This design comes from an exercise in tuning for small area, a short achievable clock period and few clock cycles on the open sky130 flow, not from production work. In this exercise RTL edits were held to simulation tests only and were not proved equivalent to the original. Power figures rest on the tool's default switching activity, not on a simulated workload.

==> build 18: inputs <==
==> flow/design.v (excerpt) <==
module Muliti_cycle_Cpu(
    input         clk,
    input         reset,
    input         MIO_ready,
    output        mem_w,
    output [31:0] Addr_out,
    output [31:0] data_out,
    input  [31:0] data_in
);
clock: 12.0 ns
lec_check: 0
cap_margin: 30
core_margin: 2
core_utilization: 55
slew_margin: 30
standard.sh (not shown) runs the stock make flow with config.mk's settings and CLKGATE_MAP_FILE= SYNTH_SCRIPT=/design/flow/synth_recipe.tcl, a recipe that flattens the netlist after the stock synthesis.
==> flow/flow/run.sh <==
#!/bin/bash
# Layout with the standard flow (standard.sh), changing only how it is made:
# timing repair aims for 8 ns of setup slack (the SDC and clock period are
# unchanged), the clock tree uses larger sink clusters without dummy loads, and
# the port buffers are buf_2 cells.
set -uo pipefail
CTS="-sink_clustering_enable -repair_clock_nets -dont_use_dummy_load -sink_clustering_size 24 -sink_clustering_max_diameter 80"
bash standard.sh SETUP_SLACK_MARGIN=8 "CTS_ARGS=$CTS" "BUFFER_PORTS_ARGS=-buffer_cell sky130_fd_sc_hd__buf_2" finish > standard_make.log 2>&1
exit $?
==> trial 77: changes against build 18 <==
--- a/flow/design.v
+++ b/flow/design.v
@@ -1,58 +1,49 @@
 module Regs(
     input         clk,
     input         clr,
-    input  [31:1] ra,
-    input  [31:1] rb,
+    input  [4:0]  ra,
+    input  [4:0]  rb,
     input  [4:0]  wa,
     input  [31:0] wdata,
     input         we,
     output [31:0] rdata_A,
     output [31:0] rdata_B
 );
+    wire [31:0] register [0:31];
+    assign register[0] = 32'h00000000;
+    assign rdata_A = register[ra];
+    assign rdata_B = register[rb];
     wire [31:0] wd = clr ? 32'h00000000 : wdata;
-    wire [31:0] ta [1:31];
-    wire [31:0] tb [1:31];
     genvar i;
     generate
         for (i = 1; i < 32; i = i + 1) begin : r
             reg [31:0] q;
             wire sel = clr | (we & (wa == i));
+            assign register[i] = q;
             always @(posedge clk)
                 if (sel) q <= wd;
-            wire sa = ra[i];
-            wire sb = rb[i];
-            if (i == 1) begin : f
-                assign ta[i] = {32{sa}} & q;
-                assign tb[i] = {32{sb}} & q;
-            end else begin : n
-                assign ta[i] = ta[i-1] | ({32{sa}} & q);
-                assign tb[i] = tb[i-1] | ({32{sb}} & q);
-            end
         end
     endgenerate
-    assign rdata_A = ta[31];
-    assign rdata_B = tb[31];
 endmodule
 module Muliti_cycle_Cpu(
     input         clk,
     input         reset,
     input         MIO_ready,
     output        mem_w,
     output [31:0] Addr_out,
     output [31:0] data_out,
     input  [31:0] data_in
 );
     reg [31:2] pc;           
     reg [31:2] addr;         
     reg        rst_q;        
     reg        d_valid;
     reg [31:0] ir;           
-    reg [31:1] rs_oh, rt_oh;     
     reg        d_pred;       
     reg        e_valid;
     reg [31:0] e_a, e_b, e_x;    
     reg [4:0]  e_rd;
     reg        e_la, e_lb, e_lx;      
     reg        e_we, e_lw, e_sw, e_beq, e_bne, e_pred;
     reg        e_add, e_sub, e_and, e_or, e_xor, e_nor, e_slt, e_srl;
     reg [31:0] res;          
@@ -142,24 +133,20 @@
     wire [31:2] pc_nrdy = redir ? pc_redir : pc;
     wire s_red = redir;
     wire s_ft  = ~redir & adv & f_redir;
     wire s_inc = ~redir & adv & ~f_redir;
     wire s_hld = ~redir & ~adv;
     wire [31:2] pc_rdy = ({30{s_red}} & pc_redir) | ({30{s_ft}} & f_tgt)
                        | ({30{s_inc}} & pc_inc) | ({30{s_hld}} & pc);
     wire [31:2] pc_next = ready ? pc_rdy : pc_nrdy;
-    function [31:1] oh31(input [4:0] n);
-        integer k;
-        for (k = 1; k < 32; k = k + 1) oh31[k] = (n == k);
-    endfunction
     always @(posedge clk) rst_q <= reset;
     Regs rf(
         .clk(clk), .clr(rst_q),
-        .ra(rs_oh), .rb(rt_oh),
+        .ra(rs), .rb(rt),
         .wa(w_rd), .wdata(res), .we(w_we),
         .rdata_A(rf_a), .rdata_B(rf_b)
     );
     always @(posedge clk or posedge reset) begin
         if (reset) begin
             pc <= 30'd0;
             addr <= 30'd0;
             d_valid <= 1'b0;
@@ -196,18 +183,16 @@
                 res <= data_in;
                 if (e_la) e_a <= data_in;
                 if (e_lb) e_b <= data_in;
                 if (e_lx) e_x <= data_in;
             end
         end else begin
             if (d_accept) begin
                 ir <= f_jal ? {data_in[31:26], pc_inc[27:2]} : data_in;
-                rs_oh <= oh31(data_in[25:21]);
-                rt_oh <= oh31(data_in[20:16]);
                 d_pred <= f_bpred;
             end
             e_a <= a_nxt;
             e_b <= b_nxt;
             e_x <= x_nxt;
             e_rd <= dst;
             e_la <= e_lw & fwdE_a & a_reg;
             e_lb <= e_lw & fwdE_b & b_reg;
==> flow/flow/run.sh (replaced) <==
#!/bin/bash
# Layout with the standard flow (standard.sh), changing only how it is made:
# timing repair aims for 8 ns of setup slack on the worst 10% of endpoints (the
# SDC and clock period are unchanged), the clock tree uses larger sink clusters
# without dummy loads, and the port buffers are buf_2 cells.
set -uo pipefail
CTS="-sink_clustering_enable -repair_clock_nets -dont_use_dummy_load -sink_clustering_size 24 -sink_clustering_max_diameter 80"
bash standard.sh SETUP_SLACK_MARGIN=8 TNS_END_PERCENT=10 "CTS_ARGS=$CTS" "BUFFER_PORTS_ARGS=-buffer_cell sky130_fd_sc_hd__buf_2" finish > standard_make.log 2>&1
exit $?
==> build 21: changes against build 18 <==
==> flow/design.v (replaced) <==
module Regs(
    input         clk,
    input         clr,
    input  [4:0]  ra,
    input  [4:0]  rb,
    input  [4:0]  wa,
    input  [31:0] wdata,
    input         we,
    output [31:0] rdata_A,
    output [31:0] rdata_B
);
    wire [31:0] register [0:31];
    assign register[0] = 32'h00000000;
    assign rdata_A = register[ra];
    assign rdata_B = register[rb];
    wire [31:0] wd = clr ? 32'h00000000 : wdata;
    genvar i;
    generate
        for (i = 1; i < 32; i = i + 1) begin : r
            reg [31:0] q;
            wire sel = clr | (we & (wa == i));
            assign register[i] = q;
            always @(posedge clk)
                q <= q ^ ({32{sel}} & (q ^ wd));
        end
    endgenerate
endmodule
module Muliti_cycle_Cpu(
    input         clk,
    input         reset,
    input         MIO_ready,
    output        mem_w,
    output [31:0] Addr_out,
    output [31:0] data_out,
    input  [31:0] data_in
);
    reg [31:2] pc;           
    reg [31:2] addr;         
    reg        rst_q;        
    reg        d_valid;
    reg [31:0] ir;           
    reg        e_valid;
    reg [31:0] e_a, e_b, e_x;    
    reg [4:0]  e_rd, e_rs, e_rt;
    reg        e_ra, e_rb, e_rx;      
    reg        e_we, e_lw, e_sw, e_beq, e_bne;
    reg        e_add, e_sub, e_and, e_or, e_xor, e_nor, e_slt, e_srl;
    reg [31:0] res;          
    reg [4:0]  w_rd;
    reg        w_we, w_lw, w_sw;
    assign Addr_out = {addr, 2'b00};
    assign data_out = res;
    assign mem_w    = w_sw;
    wire stall = w_lw | w_sw;            
    wire ready = MIO_ready;
    wire [5:0] op = ir[31:26];
    wire [5:0] fn = ir[5:0];
    wire [4:0] rs = ir[25:21];
    wire [4:0] rt = ir[20:16];
    wire [4:0] rd = ir[15:11];
    wire is_r    = (op == 6'b000000);
    wire is_jr   = is_r & ~fn[5] & fn[3];
    wire is_srl  = is_r & ~fn[5] & ~fn[3];
    wire is_rslt = is_r & fn[5] & fn[3];
    wire is_rlog = is_r & fn[5] & ~fn[3] & fn[2];
    wire is_rar  = is_r & fn[5] & ~fn[3] & ~fn[2];
    wire is_jal  = (op[5:1] == 5'b00001) & op[0];    
    wire is_br   = (op[5:1] == 5'b00010);
    wire is_imm  = ~op[5] & op[3];       
    wire is_lui  = is_imm & (op[2:0] == 3'b111);
    wire is_ilog = is_imm & op[2] & ~is_lui;
    wire is_mem  = op[5];
    wire is_lw   = is_mem & ~op[3];
    wire is_sw   = is_mem & op[3];
    wire [4:0] dst = is_r ? rd : is_jal ? 5'd31 : rt;
    wire writes = (is_r & ~is_jr) | is_imm | is_lw | is_jal;
    wire d_we = writes & (dst != 5'd0);
    wire a_reg = ~is_jal & ~is_lui & (rs != 5'd0);      
    wire b_reg = (is_r | is_br) & (rt != 5'd0);         
    wire x_reg = is_sw & (rt != 5'd0);                  
    wire [1:0] lsel = is_r ? fn[1:0] : op[1:0];
    wire [31:0] rf_a, rf_b;
    wire [31:0] alu_out;
    wire e_fw   = e_valid & e_we & ~e_lw;      
    wire fwdE_a = e_fw & (e_rd == rs);
    wire fwdE_b = e_fw & (e_rd == rt);
    wire fwdW_a = w_we & (w_rd == rs);
    wire fwdW_b = w_we & (w_rd == rt);
    wire [31:0] rs_old = fwdW_a ? res : rf_a;
    wire [31:0] rt_old = fwdW_b ? res : rf_b;
    wire haz_jr = is_jr & e_valid & e_we & e_lw & (e_rd == rs);
    wire d_go   = d_valid & ~haz_jr & ~stall;
    wire [29:0] se30 = {{14{ir[15]}}, ir[15:0]};
    wire [31:2] br_tgt = pc + se30;           
    wire [31:0] a_oth = is_jal ? {pc[31:28], ir[25:0], 2'b00} : is_lui ? 32'd0 : rs_old;
    wire [31:0] b_oth = b_reg ? rt_old
                      : is_lui ? {ir[15:0], 16'd0}
                      : (is_imm | is_mem) ? {{16{ir[15]}}, ir[15:0]}
                      : 32'd0;
    wire [31:0] x_oth = is_br ? {br_tgt, 2'b00} : rt_old;
    wire [31:0] a_nxt = (fwdE_a & a_reg) ? alu_out : a_oth;
    wire [31:0] b_nxt = (fwdE_b & b_reg) ? alu_out : b_oth;
    wire [31:0] x_nxt = (fwdE_b & ~is_br) ? alu_out : x_oth;
    wire [31:0] s_add = e_a + e_b;
    wire [31:0] s_sub = e_a - e_b;
    wire lt  = (e_a[31] ^ e_b[31]) ? e_a[31] : s_sub[31];
    wire eq  = (e_a == e_b);
    wire e_taken = e_valid & ~stall & ((e_beq & eq) | (e_bne & ~eq));
    assign alu_out = ({32{e_add}} & s_add)
                   | ({32{e_sub}} & s_sub)
                   | ({32{e_and}} & (e_a & e_b))
                   | ({32{e_or }} & (e_a | e_b))
                   | ({32{e_xor}} & (e_a ^ e_b))
                   | ({32{e_nor}} & ~(e_a | e_b))
                   | ({32{e_slt}} & {31'b0, lt})
                   | ({32{e_srl}} & {1'b0, e_b[31:1]});
    wire d_redir  = d_go & is_jr;
    wire d_accept = ~d_valid | d_go;
    wire fetch_ok = ready & d_accept & ~stall;
    wire [31:2] pc_inc = pc + 30'd1;
    wire [31:2] jr_tgt = (fwdE_a & ~e_lw) ? alu_out[31:2] : rs_old[31:2];
    wire [31:2] pc_redir = e_taken ? e_x[31:2] : jr_tgt;
    wire f_jmp = (data_in[31:27] == 5'b00001);
    wire f_jal = f_jmp & data_in[26];
    wire [31:2] f_tgt = {pc_inc[31:28], data_in[25:0]};
    wire        redir = e_taken | d_redir;
    wire        adv   = d_accept & ~stall;       
    wire [31:2] pc_nrdy = redir ? pc_redir : pc;
    wire [31:2] pc_rdy  = redir ? pc_redir : adv ? (f_jmp ? f_tgt : pc_inc) : pc;
    wire [31:2] pc_next = ready ? pc_rdy : pc_nrdy;
    always @(posedge clk) rst_q <= reset;
    Regs rf(
        .clk(clk), .clr(rst_q),
        .ra(rs), .rb(rt),
        .wa(w_rd), .wdata(res), .we(w_we),
        .rdata_A(rf_a), .rdata_B(rf_b)
    );
    always @(posedge clk or posedge reset) begin
        if (reset) begin
            pc <= 30'd0;
            addr <= 30'd0;
            d_valid <= 1'b0;
            e_valid <= 1'b0;
            w_we <= 1'b0;
            w_lw <= 1'b0;
            w_sw <= 1'b0;
        end else if (stall) begin
            if (ready) addr <= pc;
            w_lw <= w_lw & ~ready;
            w_sw <= w_sw & ~ready;
            w_we <= w_lw & ready & (w_rd != 5'd0);
        end else begin
            pc   <= pc_next;
            addr <= (e_valid & (e_lw | e_sw)) ? s_add[31:2] : pc_next;
            if (e_taken)
                d_valid <= 1'b0;
            else if (d_valid & ~d_go)
                d_valid <= 1'b1;
            else
                d_valid <= fetch_ok & ~d_redir & ~(f_jmp & ~f_jal);
            e_valid <= d_go & ~e_taken & ~is_jr;
            w_we <= e_valid & e_we & ~e_lw;
            w_lw <= e_valid & e_lw;
            w_sw <= e_valid & e_sw;
        end
    end
    always @(posedge clk) begin
        if (stall) begin
            if (w_lw) begin
                res <= data_in;
                if (e_ra && e_rs == w_rd) e_a <= data_in;
                if (e_rb && e_rt == w_rd) e_b <= data_in;
                if (e_rx && e_rt == w_rd) e_x <= data_in;
            end
        end else begin
            if (d_accept)
                ir <= f_jal ? {data_in[31:26], pc_inc[27:2]} : data_in;
            e_a <= a_nxt;
            e_b <= b_nxt;
            e_x <= x_nxt;
            e_rd <= dst;
            e_rs <= rs;
            e_rt <= rt;
            e_ra <= a_reg;
            e_rb <= b_reg;
            e_rx <= x_reg;
            e_we <= d_we;
            e_lw <= is_lw;
            e_sw <= is_sw;
            e_beq <= is_br & ~op[0];
            e_bne <= is_br & op[0];
            e_add <= is_rar & ~fn[1] | is_imm & (op[2:0] == 3'b000) | is_jal | is_mem;
            e_sub <= is_rar & fn[1];
            e_slt <= is_rslt | is_imm & (op[2:0] == 3'b010);
            e_and <= (is_rlog | is_ilog) & (lsel == 2'b00);
            e_or  <= (is_rlog | is_ilog) & (lsel == 2'b01) | is_lui;
            e_xor <= (is_rlog | is_ilog) & (lsel == 2'b10);
            e_nor <= is_rlog & (lsel == 2'b11);
            e_srl <= is_srl;
            res  <= e_sw ? e_x : alu_out;
            w_rd <= e_rd;
        end
    end
endmodule
==> qor summary <==
	build 18	build 21	trial 77
Power per Cell Area	322 nW/um^2	310 nW/um^2	307 nW/um^2
Overall power	23.7 mW	22.2 mW	22.5 mW
Reg-to-reg critical path endpoint	addr[31]$_DFFE_PP0P_	e_b[1]$_DFFE_PP_	e_b[9]$_DFFE_PP_
Number of instances in the synthesized netlist	5429	5620	5635
Post-CTS repair timing setup buffer count	35	54	80
Final Wtd Congestion	1.10	1.03	1.11
Horiz. Die Dim	352 um	346 um	349 um
Source of the worst register-to-register timing path	e_a[6]$_DFFE_PP_	ir[16]$_DFFE_PP_	ir[20]$_DFFE_PP_
Worst Hold Launch	e_rd[0]$_DFFE_PN_	e_x[27]$_DFFE_PP_	e_x[0]$_DFFE_PP_
Net count, final	5653	5855	5927
Proportion of netlist area held by the largest area contributor	57.6%	55.3%	55.6%
Mean cell area of the mapped netlist	12.2 um^2	11.5 um^2	11.6 um^2
Switching share of total power	50.5%	49.3%	49.5%
Later-pin clock latency in the skew report	0.75 ns	0.71 ns	0.75 ns
Simple-gate portion of the synthesized area	8.71%	11.6%	11.2%
Count of inserted tapcells	1612	1524	1536
Sink Count	1341	1254	1279
Routed wire per std cell	47.1 um	45.1 um	47.2 um
Result of the run	no timing/DRC/antenna violations	no timing/DRC/antenna violations	no timing/DRC/antenna violations
Proportion of power drawn by combinational gates	54.2%	54.6%	53.9%
Global-route layer with the greatest usage	met1	met2	met2
Testbench counts of build 18, summed over its fixed seeds: cycles 96,068.
Testbench counts of trial 77, summed over its fixed seeds: cycles 96,068.
Testbench counts of build 21, summed over its fixed seeds: cycles 102,062.

-- afterwards: timing with drivers on the ports --
In the flow no input, the clock included, has a driving cell. The finished layouts below were timed again as built, in two steps. Step 1 (the two cells are an assumption about what drives the block):
set clk [get_ports {clk}]
set_driving_cell -lib_cell sky130_fd_sc_hd__clkbuf_16 $clk
set_driving_cell -lib_cell sky130_fd_sc_hd__buf_2 [delete_from_list [all_inputs] $clk]
Step 2, shift: input delay + t, output delay - t, t = (earliest + latest rising clock arrival at the registers) / 2. This alone moves slack from input paths to output paths. a / b / c = ideal / step 1 / step 2; a / b = the first two.
run | t (ns) | setup WS [ns] | worst setup path after step 2 | clock arrival spread, ns | worst slew at a driven data input, ns
build 18 | 0.773 | 7.594 / 7.594 / 7.149 | input to register | 0.095 / 0.096 | 0.06
trial 77 | 0.765 | 7.442 / 7.442 / 7.070 | input to register | 0.115 / 0.114 | 0.07
build 21 | 0.746 | 7.665 / 7.665 / 7.420 | input to register | 0.090 / 0.089 | 0.08
After both steps setup and hold are still met in every run listed. For build 18, which loses most, drivers alone change the setup slack by 0.000 ns; drivers and shift together by -0.445 ns.
